Source: an optimization exercise on an open RTL-to-GDS flow (aim: small area). Production flows keep margins and buffers that such runs may drop.

trial 72:
// top
module top (
    input  wire clk,
    input  wire rst_n,
    input  wire start,
    input  wire preload_valid,
    input  wire [5:0] preload_addr,
    input  wire [7:0] preload_data,
    input  wire [63:0] x_vector_flat,
    output wire [127:0] result_flat
);
    reg [4:0] cnt;
    wire idle = (cnt == 5'd0);
    always @(posedge clk or negedge rst_n) begin
        if (!rst_n)
            cnt <= 5'd0;
        else if (idle)
            cnt <= start ? 5'd1 : 5'd0;
        else if (cnt == 5'd17)
            cnt <= 5'd0;
        else
            cnt <= cnt + 5'd1;
    end
    reg [7:0] w [0:63];
    wire [7:0] wdata = rst_n ? preload_data : 8'd0;
    wire [63:0] we_all;
    wdec u_wdec (.addr(preload_addr), .en(idle & preload_valid), .clr(~rst_n), .we(we_all));
    genvar a;
    generate
        for (a = 0; a < 64; a = a + 1) begin : WREG
            wire we = we_all[a];
            always @(posedge clk)
                if (we) w[a] <= wdata;
        end
    endgenerate
    reg [2:0] rsel;
    always @(posedge clk or negedge rst_n) begin
        if (!rst_n)
            rsel <= 3'd0;
        else if (idle)
            rsel <= start ? 3'd7 : 3'd0;
        else
            rsel <= rsel - 3'd1;
    end
    wire [7:0] oh0 = 8'd1 << rsel;
    wire [7:0] oh1 = {oh0[6:0], oh0[7:7]};
    wire [7:0] oh2 = {oh0[5:0], oh0[7:6]};
    wire [7:0] wt0;
    wmux u_wmux0 (.sel(oh0), .w({w[56], w[48], w[40], w[32], w[24], w[16], w[8], w[0]}), .y(wt0));
  ...
Settings: LEC_CHECK=0, CAP_MARGIN=20, CORE_MARGIN=2, CORE_UTILIZATION=40, SLEW_MARGIN=20, SYNTH_HIERARCHICAL=1, SYNTH_MINIMUM_KEEP_SIZE=0; clock period 10.0 ns.
standard.sh (not shown) runs the stock make flow with config.mk's settings and CLKGATE_MAP_FILE= SYNTH_SCRIPT=/design/flow/synth_recipe.tcl, a recipe that flattens the netlist after the stock synthesis.
==> flow/flow/run.sh <==
#!/bin/bash
# The standard ORFS layout (the standard.sh, standard synthesis), with:
#  - port buffers made with buf_1 instead of the default delay buffer;
#  - clock tree synthesis with clkbuf_4, sink clusters of up to 8 within
#    50 um, and no dummy loads.
# make's output goes to standard.log; ORFS keeps each step's log under orfs/logs.
set -euo pipefail
bash standard.sh \
  BUFFER_PORTS_ARGS="-buffer_cell sky130_fd_sc_hd__buf_1" \
  CTS_ARGS="-sink_clustering_enable -repair_clock_nets -dont_use_dummy_load -buf_list sky130_fd_sc_hd__clkbuf_4 -sink_clustering_size 8 -sink_clustering_max_diameter 50" \
  finish > standard.log 2>&1
Input changes introduced in trial 90 (baseline for comparison: trial 72):
--- a/flow/design.v
+++ b/flow/design.v
@@ -14,28 +14,26 @@
         if (!rst_n)
             cnt <= 5'd0;
         else if (idle)
             cnt <= start ? 5'd1 : 5'd0;
         else if (cnt == 5'd17)
             cnt <= 5'd0;
         else
             cnt <= cnt + 5'd1;
     end
     reg [7:0] w [0:63];
     wire [7:0] wdata = rst_n ? preload_data : 8'd0;
-    wire [63:0] we_all;
-    wdec u_wdec (.addr(preload_addr), .en(idle & preload_valid), .clr(~rst_n), .we(we_all));
     genvar a;
     generate
         for (a = 0; a < 64; a = a + 1) begin : WREG
-            wire we = we_all[a];
+            wire we = !rst_n || (idle && preload_valid && preload_addr == a);
             always @(posedge clk)
                 if (we) w[a] <= wdata;
         end
     endgenerate
     reg [2:0] rsel;
     always @(posedge clk or negedge rst_n) begin
         if (!rst_n)
             rsel <= 3'd0;
         else if (idle)
             rsel <= start ? 3'd7 : 3'd0;
         else
@@ -964,23 +962,24 @@
     fa_cell u_a4_s589 (.a(m4_c562), .b(m4_s563), .c(~(a3[12])), .s(a4_s589), .co(a4_c590));
     wire a4_s591, a4_c592;
     fa_cell u_a4_s591 (.a(m4_c564), .b(m4_s565), .c(~(a3[13])), .s(a4_s591), .co(a4_c592));
     wire a4_s593, a4_c594;
     fa_cell u_a4_s593 (.a(b4_pp[63]), .b(m4_c566), .c(~(a3[14])), .s(a4_s593), .co(a4_c594));
     wire a4_s595, a4_c596;
     assign a4_s595 = ~(1'b0 ^ ~(a3[15]));
     assign a4_c596 = 1'b0 | ~(a3[15]);
     wire a4_s597, a4_c598;
     assign a4_s597 = ~(1'b0 ^ ~(a3[15]));
     assign a4_c598 = 1'b0 | ~(a3[15]);
-    wire [16:0] s4 = ~({a4_c596, a4_c594, a4_c592, a4_c590, a4_c588, a4_c586, a4_c584, a4_c582, a4_c580, a4_c578, a4_c576, a4_c574, a4_c572, a4_c570, a4_c568, ~(a3[1]), b4_pp[0]} + {a4_s597, a4_s595, a4_s593, a4_s591, a4_s589, a4_s587, a4_s585, a4_s583, a4_s581, a4_s579, a4_s577, a4_s575, a4_s573, a4_s571, a4_s569, a4_s567, ~(a3[0])} + 17'd1);
+    wire [16:0] s4;
+    ksadd u_ks4 (.a({a4_c596, a4_c594, a4_c592, a4_c590, a4_c588, a4_c586, a4_c584, a4_c582, a4_c580, a4_c578, a4_c576, a4_c574, a4_c572, a4_c570, a4_c568, ~(a3[1]), b4_pp[0]}), .b({a4_s597, a4_s595, a4_s593, a4_s591, a4_s589, a4_s587, a4_s585, a4_s583, a4_s581, a4_s579, a4_s577, a4_s575, a4_s573, a4_s571, a4_s569, a4_s567, ~(a3[0])}), .s(s4));
     wire [15:0] a4 = (s4[16] != s4[15]) ? (s4[16] ? 16'h8000 : 16'h7fff) : s4[15:0];
     wire [63:0] b5_pp;
     pp_array u_b5_pp (.w(wt5), .x(x5), .n(b5_pp));
     wire m5_s599, m5_c600;
     xnor_cell u_m5_s599 (.a(b5_pp[6]), .b(b5_pp[13]), .y(m5_s599));
     or_cell u_m5_c600 (.a(b5_pp[6]), .b(b5_pp[13]), .y(m5_c600));
     wire m5_s601, m5_c602;
     fa_cell u_m5_s601 (.a(b5_pp[7]), .b(b5_pp[14]), .c(b5_pp[21]), .s(m5_s601), .co(m5_c602));
     wire m5_s603, m5_c604;
     xnor_cell u_m5_s603 (.a(b5_pp[28]), .b(b5_pp[35]), .y(m5_s603));
     or_cell u_m5_c604 (.a(b5_pp[28]), .b(b5_pp[35]), .y(m5_c604));
@@ -1708,22 +1707,25 @@
             for (i = 1; i < 8; i = i + 1)
                 result_n[i] <= result_n[i-1];
         end
     end
     genvar r;
     generate
         for (r = 0; r < 8; r = r + 1) begin : OUT
             assign result_flat[16*r +: 16] = ~(result_n[r] | {16{none}});
         end
     endgenerate
 endmodule
+module ksadd (input wire [16:0] a, input wire [16:0] b, output wire [16:0] s);
+    assign s = ~(a + b + 17'd1);
+endmodule
 module fa_cell (input wire a, input wire b, input wire c, output wire s, output wire co);
     assign s  = a ^ b ^ c;
     assign co = (a & b) | (a & c) | (b & c);
 endmodule
 module xnor_cell (input wire a, input wire b, output wire y);
     assign y = ~(a ^ b);
 endmodule
 module or_cell (input wire a, input wire b, output wire y);
     assign y = a | b;
 endmodule
 module pp_array (input wire [7:0] w, input wire [7:0] x, output wire [63:0] n);
@@ -1742,24 +1744,11 @@
 endmodule
 module wmux (input wire [7:0] sel, input wire [63:0] w, output wire [7:0] y);
     assign y = ({8{sel[0]}} & w[7:0])   | ({8{sel[1]}} & w[15:8])  |
                ({8{sel[2]}} & w[23:16]) | ({8{sel[3]}} & w[31:24]) |
                ({8{sel[4]}} & w[39:32]) | ({8{sel[5]}} & w[47:40]) |
                ({8{sel[6]}} & w[55:48]) | ({8{sel[7]}} & w[63:56]);
 endmodule
 module ha_cell (input wire a, input wire b, output wire s, output wire co);
     assign s  = a ^ b;
     assign co = a & b;
 endmodule
-module wdec (input wire [5:0] addr, input wire en, input wire clr, output wire [63:0] we);
-    wire [7:0] row, col;
-    genvar i;
-    generate
-        for (i = 0; i < 8; i = i + 1) begin : D
-            assign row[i] = en & (addr[5:3] == i);
-            assign col[i] = (addr[2:0] == i);
-        end
-        for (i = 0; i < 64; i = i + 1) begin : W
-            assign we[i] = clr | (row[i / 8] & col[i % 8]);
-        end
-    endgenerate
-endmodule
[summary]
First-iteration detailed-routing DRC count: trial 90 lower than trial 72
On clock-pin transition on the worst setup and hold timing paths, trial 90 tracks trial 72 almost exactly.
Comparing trial 90 and trial 72, the higher area used by multi-input combinational logic was measured on trial 72.
Trial 90 ended with less area growth from synthesis to layout than trial 72.
Of the two candidates, trial 72 has the worse final wirelength and trial 90 the better one.
Fraction of area in clock buffers and inverters: trial 72 vs trial 90 — no meaningful difference
Overall track demand over capacity in global routing: trial 90 vs trial 72 — no meaningful difference
Going from trial 72 to trial 90, total length of routed met2 wires shrank slightly.
Looking at trial 90 and trial 72, the die area is a wash.
[trial 90] hold slack rose 46 ps relative to trial 72
Summed area of non-filler cells in the final layout on trial 90 is ahead of trial 72.
No functional check of the RTL was part of any run of this note.

[afterwards: timing with drivers on the ports]
No port has a modelled driver above. Below, the same layouts with a new extraction and two added sets of constraints.
Step 1 assumes that a clkbuf_16 drives the clock port and a buf_2 every other input.
Step 2 also shifts input and output timing later by t, the mid clock arrival at the registers, as if the neighbouring blocks saw the same clock.
a / b / c = ideal / step 1 / step 2; a / b = the first two.
| run | t (ns) | setup slack, ns | worst data-port slew with drivers (ns) |
|---|---|---|---|
| trial 72 | 0.972 | 0.426 / 0.426 / 0.426 | 0.09 |
| trial 90 | 0.974 | 0.510 / 0.510 / 0.510 | 0.12 |
After both steps setup and hold are still met in every run listed.
